From an optimization exercise on the open Yosys and OpenROAD flow, aimed at small area, a short achievable clock period and few clock cycles per item; shortcuts taken in it are not production practice.
The RTL was checked by simulation tests, not by an equivalence proof against the original design.
The flow treats the clock pin as an ideal source, which a real chip does not have.
Power is estimated from default activity; no workload was simulated.

main:
==> flow/design.v (excerpt) <==
module mips(input wire clk,
            input wire reset,
            input wire [31:0] i_inst_rdata,
            input wire [31:0] m_data_rdata,
            output wire [31:0] i_inst_addr,
            output wire [31:0] m_data_addr,
            output wire [31:0] m_data_wdata,
            output wire [3:0] m_data_byteen,
            output wire [31:0] m_inst_addr,
            output wire w_grf_we,
            output wire [4:0] w_grf_addr,
            output wire [31:0] w_grf_wdata,
            output wire [31:0] w_inst_addr
        );
Size: ~5000 cells after synthesis, ~0.071 mm² of cells after synthesis.
export LEC_CHECK = 0
export CAP_MARGIN = 20
export CORE_MARGIN = 2
export CORE_UTILIZATION = 65
export CTS_CLUSTER_DIAMETER = 70
export CTS_CLUSTER_SIZE = 22
export SLEW_MARGIN = 20
export SYNTH_HIERARCHICAL = 1
export SYNTH_MINIMUM_KEEP_SIZE = 0
create_clock -name core_clock -period 100.0 [get_ports {clk}]
standard.sh (not shown) runs the stock make flow with config.mk's settings and CLKGATE_MAP_FILE= SYNTH_SCRIPT=/design/flow/synth_recipe.tcl, a recipe that flattens the netlist after the stock synthesis.
==> flow/flow/run.sh <==
#!/bin/bash
# Layout flow: the standard ORFS flow (standard.sh, with its synthesis unchanged), with these
# changes to how the layout is made:
#  - the port buffers are sky130_fd_sc_hd__buf_1 instead of the delay cells that buffer_ports
#    picks by default (repair may upsize them);
#  - timing repair aims at a setup slack margin, so that it works on the paths that set the
#    achieved period (the clock period less the worst slack) instead of stopping at zero slack;
set -euo pipefail
HERE=$(pwd)
MARGIN=78.6
bash standard.sh "BUFFER_PORTS_ARGS=-buffer_cell sky130_fd_sc_hd__buf_1" \
    "SETUP_SLACK_MARGIN=$MARGIN" "POST_CTS_TCL=$HERE/flow/post_cts.tcl" finish > flow_make.log 2>&1
==> flow/flow/post_cts.tcl <==
# Area recovery after CTS: downsize cells (recover_power), then repair setup again to the
# same slack margin the flow uses, then legalize. Delay cells are kept out of both steps.
set_dont_use [get_lib_cells {*/sky130_fd_sc_hd__clkdlybuf* */sky130_fd_sc_hd__dlygate* */sky130_fd_sc_hd__dlymetal* */sky130_fd_sc_hd__dlyb*}]
log_cmd estimate_parasitics -placement
log_cmd repair_timing -recover_power 100 -verbose
log_cmd repair_timing -setup -setup_margin $::env(SETUP_SLACK_MARGIN) -repair_tns 100 -verbose
log_cmd detailed_placement
check_placement -verbose
No stage failed in main, and the final checks on the layout all came back clean.
Testbench counts of main, summed over its fixed seeds: cycles 183,109, programs 64.
--- input diff main..the feature branch ---
--- a/flow/design.v
+++ b/flow/design.v
@@ -196,27 +196,25 @@
 module E_ALU(input wire [31:0] a,
              input wire [31:0] b,
              input wire sub,             
              input wire [3:0] lt,        
              input wire slt_u,           
              output wire [31:0] sum,
              output wire [31:0] lg,
-             output wire slt,
-             output wire zero);
+             output wire slt);
     wire co;
     rca #(32) add(.a(a), .b(b ^ {32{sub}}), .ci(sub), .s(sum), .co(co));
     wire lt_s = (a[31] ^ b[31]) ? a[31] : sum[31];
     assign slt = slt_u ? ~co : lt_s;
     genvar i;
     generate
         for (i = 0; i < 32; i = i + 1) begin : lg_
             mux4_c m(.a0(lt[0]), .a1(lt[1]), .a2(lt[2]), .a3(lt[3]), .s0(b[i]), .s1(a[i]), .y(lg[i]));
         end
     endgenerate
-    assign zero = sum == 32'b0;
 endmodule
 `timescale 1ns / 1ps
 `default_nettype none
 module E_Mult_Div(input wire clk,
                   input wire reset,
                   input wire start,
                   input wire [1:0] op,        
@@ -524,15 +522,17 @@
     wire [4:0] dst = (f_shift | f_alu | f_jalr | f_mfhi | f_mflo) ? rd :
                      (o_alui | o_load) ? rt :
                      o_jal ? 5'd31 : 5'd0;
     wire a_m = m_we & m_rd == rs;
     wire b_m = m_we & m_rd == rt;
     wire [31:0] va, vb;
     wire [31:0] m_wdata;
-    D_GRF grf(.clk(clk), .reset(reset),
+    reg rf_clr;
+    always @(posedge clk) rf_clr <= reset;
+    D_GRF grf(.clk(clk), .reset(rf_clr),
               .ra(rs), .rb(rt), .a_m(a_m), .b_m(b_m),
               .m_val(m_res), .qa(va), .qb(vb),
               .we(m_we), .wa(m_rd), .wd(m_wdata));
     wire md_busy, md_pend;
     wire [31:0] hi, lo;
     wire hi_neg, lo_neg;
     wire stall = (m_load & ((use_rs & a_m) | (use_rt & b_m))) |
@@ -544,26 +544,26 @@
                   .busy(md_busy), .pend(md_pend), .hi(hi), .lo(lo), .hi_neg(hi_neg), .lo_neg(lo_neg));
     wire [31:0] mf_val;
     cneg #(32) mfn(.a(fn[1] ? lo : hi), .n(fn[1] ? lo_neg : hi_neg), .s(mf_val));
     wire o_lui = op == 6'b001111;
     wire logic_imm = o_alui & op[2];                     
     wire [31:0] bsrc = o_lui ? {imm, 16'b0} :
                        (o_alui | o_load | o_store) ? {{16{~logic_imm & imm[15]}}, imm} : vb;
-    wire is_sub = r_type ? fn[1] : ((o_alui & op[1]) | o_beq | o_bne);
+    wire is_sub = r_type ? fn[1] : (o_alui & op[1]);
     wire cmp_sel = (r_type & fn[3]) | (o_alui & op[2:1] == 2'b01);   
     wire log_sel = (r_type & fn[2]) | (o_alui & op[2]);               
     wire [1:0] lop = o_alui ? op[1:0] : fn[1:0];
     wire [3:0] ltab = lop == 2'b00 ? 4'b1000 :
                       lop == 2'b01 ? 4'b1110 :
                       lop == 2'b10 ? 4'b0110 :
                       o_alui ? 4'b1010 : 4'b0001;
     wire [31:0] sum, lg;
-    wire slt, zero;
+    wire slt;
     E_ALU alu(.a(va), .b(bsrc), .sub(is_sub), .lt(ltab), .slt_u(o_alui ? op[0] : fn[0]),
-              .sum(sum), .lg(lg), .slt(slt), .zero(zero));
+              .sum(sum), .lg(lg), .slt(slt));
     wire [31:0] sh_y;
     E_SHIFT shf(.x(vb), .sa(fn[2] ? va[4:0] : ir[10:6]), .right(fn[1]), .arith(fn[0]), .y(sh_y));
     wire [31:2] pc_inc;
     rinc #(30) pc_add(.a(pc), .ci(1'b1), .s(pc_inc));     
     wire [31:0] sdata = op[1] ? vb : op[0] ? {2{vb[15:0]}} : {4{vb[7:0]}};
     wire s_sh = f_shift;
     wire s_mf = f_mfhi | f_mflo;
@@ -588,14 +588,15 @@
                 nand2_c g3(.a(y0), .b(y1), .y(res[gi]));   
             end else begin : bn
                 nand2_c g2(.a(lk[gi]), .b(s_lk), .y(y2));
                 nand3x g3(.a(y0), .b(y1), .c(y2), .y(res[gi]));
             end
         end
     endgenerate
+    wire zero = (va ^ vb) == 32'b0;
     wire cond = o_beq ? zero :
                 o_bne ? ~zero :
                 o_blez ? (va[31] | zero) :
                 o_bgtz ? ~(va[31] | zero) :
                 (va[31] ^ rt[0]);                         
     wire br = (o_beq | o_bne | o_blez | o_bgtz | o_regimm) & cond;
     wire [31:0] simm = {{16{imm[15]}}, imm};
@@ -622,16 +623,16 @@
     endgenerate
     wire [1:0] ea = sum[1:0];
     wire [3:0] be = ~o_store ? 4'b0000 :
                     op[1] ? 4'b1111 :
                     op[0] ? (ea[1] ? 4'b1100 : 4'b0011) :
                     (4'b0001 << ea);
     wire [31:0] ldv;
-    ld_ext lm(.w(m_data_rdata), .ld(m_load & ~reset), .lt(m_lt), .ea(m_res[1:0]), .res(m_res),
-              .res_en(~m_load & ~reset), .y(m_wdata));
+    ld_ext lm(.w(m_data_rdata), .ld(m_load & ~rf_clr), .lt(m_lt), .ea(m_res[1:0]), .res(m_res),
+              .res_en(~m_load & ~rf_clr), .y(m_wdata));
     ld_ext #(0) lx(.w(m_data_rdata), .ld(xe), .lt({op[2], op[1:0] == 2'b01, op[1:0] == 2'b00}), .ea(ir[1:0]),
               .res(32'b0), .res_en(1'b0), .y(ldv));
     wire [31:2] pc_d;
     wire [10:0] irc_d;
     wire m_we_d, m_load_d, w_we_d;
     wire [3:0] m_be_d;
     rgate #(30, 30'h0000_0c00) r_pc(.d(npc), .rst(reset), .y(pc_d));
## What came out
The feature branch: non-clock buffer count in the final layout 11 below main. The feature branch vs main — count of non-CTS inverters in the layout climbed by a few percent. [the feature branch] routed wire length fell about 2.3% relative to main. On maximum frequency from static timing analysis, main and the feature branch are basically level. Looking only at post-synthesis cell count, and setting everything else aside, the higher value of main and the feature branch goes to the feature branch. main → the feature branch: global routing usage on met1 saw an increase, utilization now sits lower, remaining design rule violation count has remained practically unchanged, post-layout worst setup margin went up, power per standard cell area went down 0.20 mW/mm². Any difference in footprint of the flip-flops and latches between the feature branch and main is small enough to ignore. Per the comparison of the feature branch with main, critical path depth now sits higher; fraction of power spent switching nets went down by 0.68 points; wire length of the first global-routing pass went down 9100 µm.
Testbench counts of the feature branch, summed over its fixed seeds: cycles 183,109, programs 64.

port drivers added, routing unchanged:
Ports are ideal in the flow. The routed layouts listed here were re-timed in OpenROAD. Step 1 assumes that a clkbuf_16 drives the clock port and a buf_2 every other input. Step 2 adds t to the input delays and takes it off the output delays; t is the mean of the earliest and latest rising clock arrival at the registers after step 1. Input paths then give back, and output paths get back, about the clock's delay inside the block. Slacks: no drivers / after step 1 / after step 2; pairs: no drivers / after step 1.
| run | t (ns) | setup WS [ns] | worst setup path at the end | worst slew at a driven data input, ns | pins driven straight from the clock port |
|---|---|---|---|---|---|
| main | 0.802 | 78.535 / 78.416 / 77.614 | input to register | 0.20 | 1 |
| the feature branch | 0.800 | 78.570 / 78.508 / 77.822 | input to register | 0.16 | 1 |
After both steps setup and hold are still met in every run listed. The setup slack of main, which loses most, moves by -0.119 ns with the drivers and by -0.921 ns with both steps.
